What follows belongs to an exercise in optimizing a design on an open flow for small area; a production flow would make more cautious choices. Function was checked by simulation only, so behaviour that the tests miss may differ from the original. Power and IR drop assume default switching activity.

==> flow/design.v <==
`timescale 1ns / 1ps
module Stopwatch_main(
    input clk,
    input wire rst,
    input wire start,
    input wire [1:0] mode,
    input wire [3:0] init_0,
    input wire [3:0] init_1,
    output [7:0] sseg,
    output [3:0] an
    );
    reg [3:0] e;
    reg [4:0] s;
    wire fast = e[1] & e[0];                     
    wire step = ~e[1] & e[0] & s[2] & s[1] & s[0];
    always @(posedge clk) begin
        if (rst) e <= 4'd14;
        else     e <= e + 4'd1;
        if (rst) s <= 5'd0;
        else     s <= {s[3:0], s[4] ^ s[1] ^ ~(s[2] | s[3])};
    end
    reg p, t, started, run;
    wire tick = t ^ (start & ~p);
    wire T_comp;
    always @(posedge clk) begin
        if (rst) begin
            p <= 1'b0;
            t <= 1'b0;
            started <= 1'b0;
            run <= 1'b0;
        end else if (step) begin
            p <= start;
            t <= tick;
            started <= started | tick | T_comp;
            run <= tick & ~T_comp;
        end
    end
    reg [4:0] k;
    reg [3:0] d0, d1, d2;
    reg cu;                 
    wire up = ~mode[1];
    wire n0 = d0[3] & d0[0];
    wire n1 = d1[3] & d1[0];
    wire n2 = d2[3] & d2[0];
    wire z0 = ~(d0[3] | d0[2] | d0[1] | d0[0]);
    wire z1 = ~(d1[3] | d1[2] | d1[1] | d1[0]);
    wire z2 = ~(d2[3] | d2[2] | d2[1] | d2[0]);
    wire big = k[4] | (k[3] & (k[2] | k[1]));    
    wire k9  = k[3] & k[0] & ~k[4];              
    wire kz  = ~(k[4] | k[3] | k[2] | k[1] | k[0]);
    assign T_comp = big | (cu ? (k9 & n2 & n1 & d0[3])
                              : (kz & z2 & z1 & ~d0[3] & ~d0[2] & ~d0[1]));
    wire c1 = up ? n0 : z0;
    wire c2 = c1 & (up ? n1 : z1);
    wire c3 = c2 & (up ? n2 : z2);
    wire top = k[4] & d2[1] & d2[0] & d1[3] & d0[1] & d0[0];
    wire wd  = ~up & c3 & kz;
    function [3:0] bump;
        input [3:0] d;
        input u;
        reg z;
        begin
            z = ~(d[3] | d[2] | d[1] | d[0]);
            bump[0] = ~d[0];
            bump[1] = u ? ((d[1] ^ d[0]) & ~d[3]) : (~(d[1] ^ d[0]) & (d[3] | d[2] | d[1]));
            bump[2] = u ? (d[2] ^ (d[1] & d[0])) : ((d[2] ^ (~d[1] & ~d[0])) & ~z);
            bump[3] = u ? (d[3] ? ~d[0] : (d[2] & d[1] & d[0])) : (d[3] ? d[0] : z);
        end
    endfunction
    wire [3:0] b0 = bump(d0, up);
    wire [3:0] b1 = bump(d1, up);
    wire [3:0] b2 = bump(d2, up);
    wire [3:0] s0 = {b0[3] & ~wd, b0[2], b0[1] | wd, b0[0]};
    wire [3:0] s1 = {b1[3], b1[2], b1[1], b1[0] & ~wd};
    wire [3:0] s2 = {b2[3] & ~wd, b2[2], b2[1] | wd, b2[0]};
    wire [4:0] kb = up ? k + 5'd1 : k - 5'd1;
    wire [4:0] sk = {kb[4], kb[3:0] & {4{~wd}}};
    wire ia = init_0[3] & (init_0[2] | init_0[1]);           
    wire [3:0] ih = {init_0[3] & ~ia,
                     ia ? (init_0[2] & init_0[1]) : init_0[2],
                     init_0[1] ^ ia,
                     init_0[0]};                             
    wire [4:0] ik = {1'b0, init_1} + {4'd0, ia};             
    wire iwrap = ik[4] & ih[2];                              
    wire [4:0] pk;
    wire [3:0] p0, p1, p2;
    assign pk = mode[0] ? (iwrap ? 5'd0 : ik)
                        : {1'b0, mode[1], 2'b00, mode[1]};
    assign p2 = mode[0] ? (iwrap ? {3'd0, init_0[0]} : ih)
                        : {mode[1], 2'b00, mode[1]};
    assign p1 = mode[0] ? {3'd0, iwrap}
                        : {mode[1], 2'b00, mode[1]};
    assign p0 = mode[0] ? {1'b0, iwrap, iwrap, 1'b0}
                        : {mode[1], 2'b00, mode[1]};
    wire ld  = ~started;
    wire go  = step & (ld | run);
    wire e1 = go & (ld | c1);
    wire e2 = go & (ld | c2);
    wire ek = go & (ld | c3);
    wire rT = rst | (step & started & run & up & top);
    always @(posedge clk) begin
        if (rst) cu <= 1'b1;
        else if (step) cu <= up;
        if (rT) begin
            k <= 5'd0; d2 <= 4'd0; d1 <= 4'd0; d0 <= 4'd0;
        end else begin
            if (go) d0 <= ld ? p0 : s0;
            if (e1) d1 <= ld ? p1 : s1;
            if (e2) d2 <= ld ? p2 : s2;
            if (ek) k  <= ld ? pk : sk;
        end
    end
    reg [3:0] dig;
    wire [1:0] nx = {e[3] ^ e[2], ~e[2]};    
    wire [3:0] d3 = big ? k[3:0] + 4'd6 : k[3:0];    
    always @(posedge clk) begin
        if (rst) dig <= 4'd15;
        else if (fast) begin
            case (nx)
                2'd0: dig <= d0;
                2'd1: dig <= d1;
                2'd2: dig <= d2;
                2'd3: dig <= d3;
            endcase
        end
    end
    wire [6:0] seg;
    assign seg[0] = (dig[0]&dig[1]&dig[2]) | (~dig[1]&~dig[2]&~dig[3]);
    assign seg[1] = (dig[0]&dig[1]) | (dig[1]&~dig[2]) | (dig[0]&~dig[2]&~dig[3]);
    assign seg[2] = (dig[0]) | (~dig[1]&dig[2]);
    assign seg[3] = (dig[0]&~dig[1]&~dig[2]) | (~dig[0]&~dig[1]&dig[2]) | (dig[0]&dig[1]&dig[2]);
    assign seg[4] = (~dig[0]&dig[1]&~dig[2]) | (dig[1]&dig[3]);
    assign seg[5] = ~((~dig[0]&~dig[1]) | (~dig[2]) | (dig[0]&dig[1]&~dig[3]));
    assign seg[6] = (~dig[0]&~dig[1]&dig[2]) | (dig[1]&dig[3]) | (dig[0]&~dig[1]&~dig[2]&~dig[3]);
    wire dark = dig[1] & dig[3];
    assign an[0] = dark | ~(~e[3] & ~e[2]);
    assign an[1] = dark | ~(~e[3] &  e[2]);
    assign an[2] = dark | ~( e[3] & ~e[2]);
    assign an[3] = dark | ~( e[3] &  e[2]);
    assign sseg = {an[2], seg};
endmodule
export LEC_CHECK = 0
export CAP_MARGIN = 20
export CORE_MARGIN = 2
export CORE_UTILIZATION = 50
export SLEW_MARGIN = 20
create_clock -name core_clock -period 12.0 [get_ports {clk}]
standard.sh (not shown) runs the stock make flow with config.mk's settings and CLKGATE_MAP_FILE= SYNTH_SCRIPT=/design/flow/synth_recipe.tcl, a recipe that flattens the netlist after the stock synthesis.
==> flow/flow/run.sh <==
#!/bin/bash
# Own layout flow: the standard flow (standard.sh) with these changes.
#  1. Synthesis is the standard synthesis (synth_recipe.tcl), except that
#     the final ABC technology mapping is run once with each of the scripts
#     flow/abc_map*.script (area-oriented: deepsyn with different seeds, then
#     &nf; no buffering or upsizing), and the mapping with the smallest cell
#     area is kept. Registers are not touched by ABC, so their names and
#     cell types are those of the standard synthesis.
#     Yosys's half/full adder extraction is off (ADDER_MAP_FILE empty), so
#     ABC maps the adders' logic with the rest.
#  2. Port buffers are sky130_fd_sc_hd__buf_1 (BUFFER_PORTS_ARGS).
#  3. Clock tree: CTS_ARGS below (clkbuf_8 buffers, no dummy loads).
# Every tool's full output goes to a log file in the work folder; ORFS's own
# logs are under orfs/logs/.
set -euo pipefail
W=$(pwd)
FL="$W/flow"

# synthesis script: synth_recipe.tcl with ABC's mapping replaced
{
  head -n 1 synth_recipe.tcl
  cat <<TCL
proc abc {args} {
  set i [lsearch -exact \$args -script]
  set libs {}
  foreach lib \$::env(LIB_FILES) { lappend libs -liberty \$lib }
  yosys design -save own_abc_pre
  set best -1
  foreach s [lsort [glob "$FL/abc_map*.script"]] {
    yosys design -load own_abc_pre
    lset args [expr {\$i + 1}] \$s
    yosys abc {*}\$args
    yosys tee -q -o {$W/own_abc_area.txt} stat {*}\$libs
    set fh [open {$W/own_abc_area.txt} r]
    set txt [read \$fh]
    close \$fh
    if {![regexp {Chip area for module[^:]*:\s*([0-9.]+)} \$txt -> a]} { error "no area" }
    puts "own abc: \$s area \$a"
    if {\$best < 0 || \$a < \$best} {
      set best \$a
      yosys design -save own_abc_best
    }
  }
  yosys design -load own_abc_best
  puts "own abc: kept area \$best"
}
TCL
  tail -n +2 synth_recipe.tcl
} > own_synth.tcl

# standard.sh with the synthesis script swapped
sed "s#$W/synth_recipe.tcl#$W/own_synth.tcl#g" standard.sh > own_standard.sh
grep -q own_synth.tcl own_standard.sh

# The standard synthesis in a folder of its own, to check register names
sed "s#WORK_HOME=$W/orfs #WORK_HOME=$W/orfs_std #" standard.sh > std_synth.sh
grep -q orfs_std std_synth.sh
bash std_synth.sh synth > "$W/std_synth.log" 2>&1

export ADDER_MAP_FILE=
export BUFFER_PORTS_ARGS="-buffer_cell sky130_fd_sc_hd__buf_1"
export CTS_ARGS="-root_buf sky130_fd_sc_hd__clkbuf_8 -buf_list sky130_fd_sc_hd__clkbuf_8 -sink_clustering_enable -dont_use_dummy_load -repair_clock_nets"
bash own_standard.sh synth > "$W/flow_synth.log" 2>&1

# the registers (instance names and cell types) must be the standard ones
regs() {
  grep -E '^ *sky130_fd_sc_hd__[a-z0-9]*df[a-z0-9]*_[0-9]+ ' "$1" \
    | awk '{sub(/_[0-9]+$/, "", $1); print $1, $2}' | sort
}
regs orfs_std/results/sky130hd/Stopwatch_main/base/1_2_yosys.v > regs_std.txt
regs orfs/results/sky130hd/Stopwatch_main/base/1_2_yosys.v > regs_own.txt
if ! cmp -s regs_std.txt regs_own.txt || grep -qE ' _[0-9]+_$' regs_own.txt; then
  echo "register names differ from the standard synthesis" >&2
  diff regs_std.txt regs_own.txt >&2 || true
  exit 1
fi

bash own_standard.sh > "$W/flow_make.log" 2>&1
test -s out/final.def
Other scripts of this flow, unchanged in this note and not shown: flow/flow/abc_map0.script, flow/flow/abc_map1.script, flow/flow/abc_map2.script, flow/flow/abc_map3.script, flow/flow/abc_map4.script, flow/flow/abc_map5.script, flow/flow/abc_map6.script, flow/flow/abc_map7.script
Next try:
--- a/flow/design.v
+++ b/flow/design.v
@@ -35,8 +35,8 @@
             run <= tick & ~T_comp;
         end
     end
-    reg [4:0] k;
-    reg [3:0] d0, d1, d2;
+    reg q;
+    reg [3:0] d0, d1, d2, d3;
     reg cu;                 
     wire up = ~mode[1];
     wire n0 = d0[3] & d0[0];
@@ -45,16 +45,16 @@
     wire z0 = ~(d0[3] | d0[2] | d0[1] | d0[0]);
     wire z1 = ~(d1[3] | d1[2] | d1[1] | d1[0]);
     wire z2 = ~(d2[3] | d2[2] | d2[1] | d2[0]);
-    wire big = k[4] | (k[3] & (k[2] | k[1]));    
-    wire k9  = k[3] & k[0] & ~k[4];              
-    wire kz  = ~(k[4] | k[3] | k[2] | k[1] | k[0]);
-    assign T_comp = big | (cu ? (k9 & n2 & n1 & d0[3])
-                              : (kz & z2 & z1 & ~d0[3] & ~d0[2] & ~d0[1]));
+    wire n3 = d3[3] & d3[0];
+    wire z3 = ~(d3[3] | d3[2] | d3[1] | d3[0]);
+    assign T_comp = q | (cu ? (n3 & n2 & n1 & d0[3])
+                            : (z3 & z2 & z1 & ~d0[3] & ~d0[2] & ~d0[1]));
     wire c1 = up ? n0 : z0;
     wire c2 = c1 & (up ? n1 : z1);
     wire c3 = c2 & (up ? n2 : z2);
-    wire top = k[4] & d2[1] & d2[0] & d1[3] & d0[1] & d0[0];
-    wire wd  = ~up & c3 & kz;
+    wire c4 = c3 & (up ? n3 : z3);
+    wire top = q & d3[2] & d3[1] & d2[1] & d2[0] & d1[3] & d0[1] & d0[0];
+    wire wd  = ~up & c4 & ~q;
     function [3:0] bump;
         input [3:0] d;
         input u;
@@ -70,22 +70,25 @@
     wire [3:0] b0 = bump(d0, up);
     wire [3:0] b1 = bump(d1, up);
     wire [3:0] b2 = bump(d2, up);
+    wire [3:0] b3 = bump(d3, up);
     wire [3:0] s0 = {b0[3] & ~wd, b0[2], b0[1] | wd, b0[0]};
     wire [3:0] s1 = {b1[3], b1[2], b1[1], b1[0] & ~wd};
     wire [3:0] s2 = {b2[3] & ~wd, b2[2], b2[1] | wd, b2[0]};
-    wire [4:0] kb = up ? k + 5'd1 : k - 5'd1;
-    wire [4:0] sk = {kb[4], kb[3:0] & {4{~wd}}};
+    wire [3:0] s3 = {b3[3] & ~wd, b3[2] | wd, b3[1] | wd, b3[0] & ~wd};
+    wire sq = q ^ c4;
     wire ia = init_0[3] & (init_0[2] | init_0[1]);           
     wire [3:0] ih = {init_0[3] & ~ia,
                      ia ? (init_0[2] & init_0[1]) : init_0[2],
                      init_0[1] ^ ia,
                      init_0[0]};                             
     wire [4:0] ik = {1'b0, init_1} + {4'd0, ia};             
+    wire ibig = ik[4] | (ik[3] & (ik[2] | ik[1]));
+    wire [3:0] ith = ibig ? ik[3:0] + 4'd6 : ik[3:0];       
     wire iwrap = ik[4] & ih[2];                              
-    wire [4:0] pk;
-    wire [3:0] p0, p1, p2;
-    assign pk = mode[0] ? (iwrap ? 5'd0 : ik)
-                        : {1'b0, mode[1], 2'b00, mode[1]};
+    wire pq = mode[0] & ibig & ~iwrap;
+    wire [3:0] p0, p1, p2, p3;
+    assign p3 = mode[0] ? (iwrap ? 4'd0 : ith)
+                        : {mode[1], 2'b00, mode[1]};
     assign p2 = mode[0] ? (iwrap ? {3'd0, init_0[0]} : ih)
                         : {mode[1], 2'b00, mode[1]};
     assign p1 = mode[0] ? {3'd0, iwrap}
@@ -96,23 +99,24 @@
     wire go  = step & (ld | run);
     wire e1 = go & (ld | c1);
     wire e2 = go & (ld | c2);
-    wire ek = go & (ld | c3);
+    wire e3 = go & (ld | c3);
+    wire eq = go & (ld | c4);
     wire rT = rst | (step & started & run & up & top);
     always @(posedge clk) begin
         if (rst) cu <= 1'b1;
         else if (step) cu <= up;
         if (rT) begin
-            k <= 5'd0; d2 <= 4'd0; d1 <= 4'd0; d0 <= 4'd0;
+            q <= 1'b0; d3 <= 4'd0; d2 <= 4'd0; d1 <= 4'd0; d0 <= 4'd0;
         end else begin
             if (go) d0 <= ld ? p0 : s0;
             if (e1) d1 <= ld ? p1 : s1;
             if (e2) d2 <= ld ? p2 : s2;
-            if (ek) k  <= ld ? pk : sk;
+            if (e3) d3 <= ld ? p3 : s3;
+            if (eq) q  <= ld ? pq : sq;
         end
     end
     reg [3:0] dig;
     wire [1:0] nx = {e[3] ^ e[2], ~e[2]};    
-    wire [3:0] d3 = big ? k[3:0] + 4'd6 : k[3:0];    
     always @(posedge clk) begin
         if (rst) dig <= 4'd15;
         else if (fast) begin
=> Clock-buffer cell count stays the same; cell count fell by 0.84%; global-route usage goes up by 0.46 points; worst setup slack gets worse by 0.21 ns; final area is about the same; first-iteration DRC count went up by 15%; routed wire length rises by 2.2%; total power came out higher by 0.59%; non-clock buffer count stays the same; core utilization fell by 0.13 points; die area hardly moves; maximum frequency is lower by 4.4%.

==> port drivers added, routing unchanged <==
How much do the figures lean on ideal ports? The routed layouts below were timed once more, with nothing changed but the port constraints.
Step 1: set_driving_cell puts a clkbuf_16 on clk and a buf_2 on each other input, an assumption about the parent block.
Step 2, shift: input delay + t, output delay - t, t = (earliest + latest rising clock arrival at the registers) / 2. This alone moves slack from input paths to output paths.
Slacks: no drivers / after step 1 / after step 2; pairs: no drivers / after step 1.
run | t (ns) | setup WS [ns] | clock arrival spread, ns | worst register clock-pin slew, ns | cell pins on the clock port's net
the first run | 0.304 | 7.380 / 7.382 / 7.077 | 0.007 / 0.007 | 0.07 / 0.07 | 1
the second run | 0.304 | 7.168 / 7.171 / 6.867 | 0.017 / 0.018 | 0.08 / 0.08 | 1
After both steps every run listed still meets setup and hold. For the first run, which loses most, drivers alone change the setup slack by +0.002 ns; drivers and shift together by -0.303 ns.
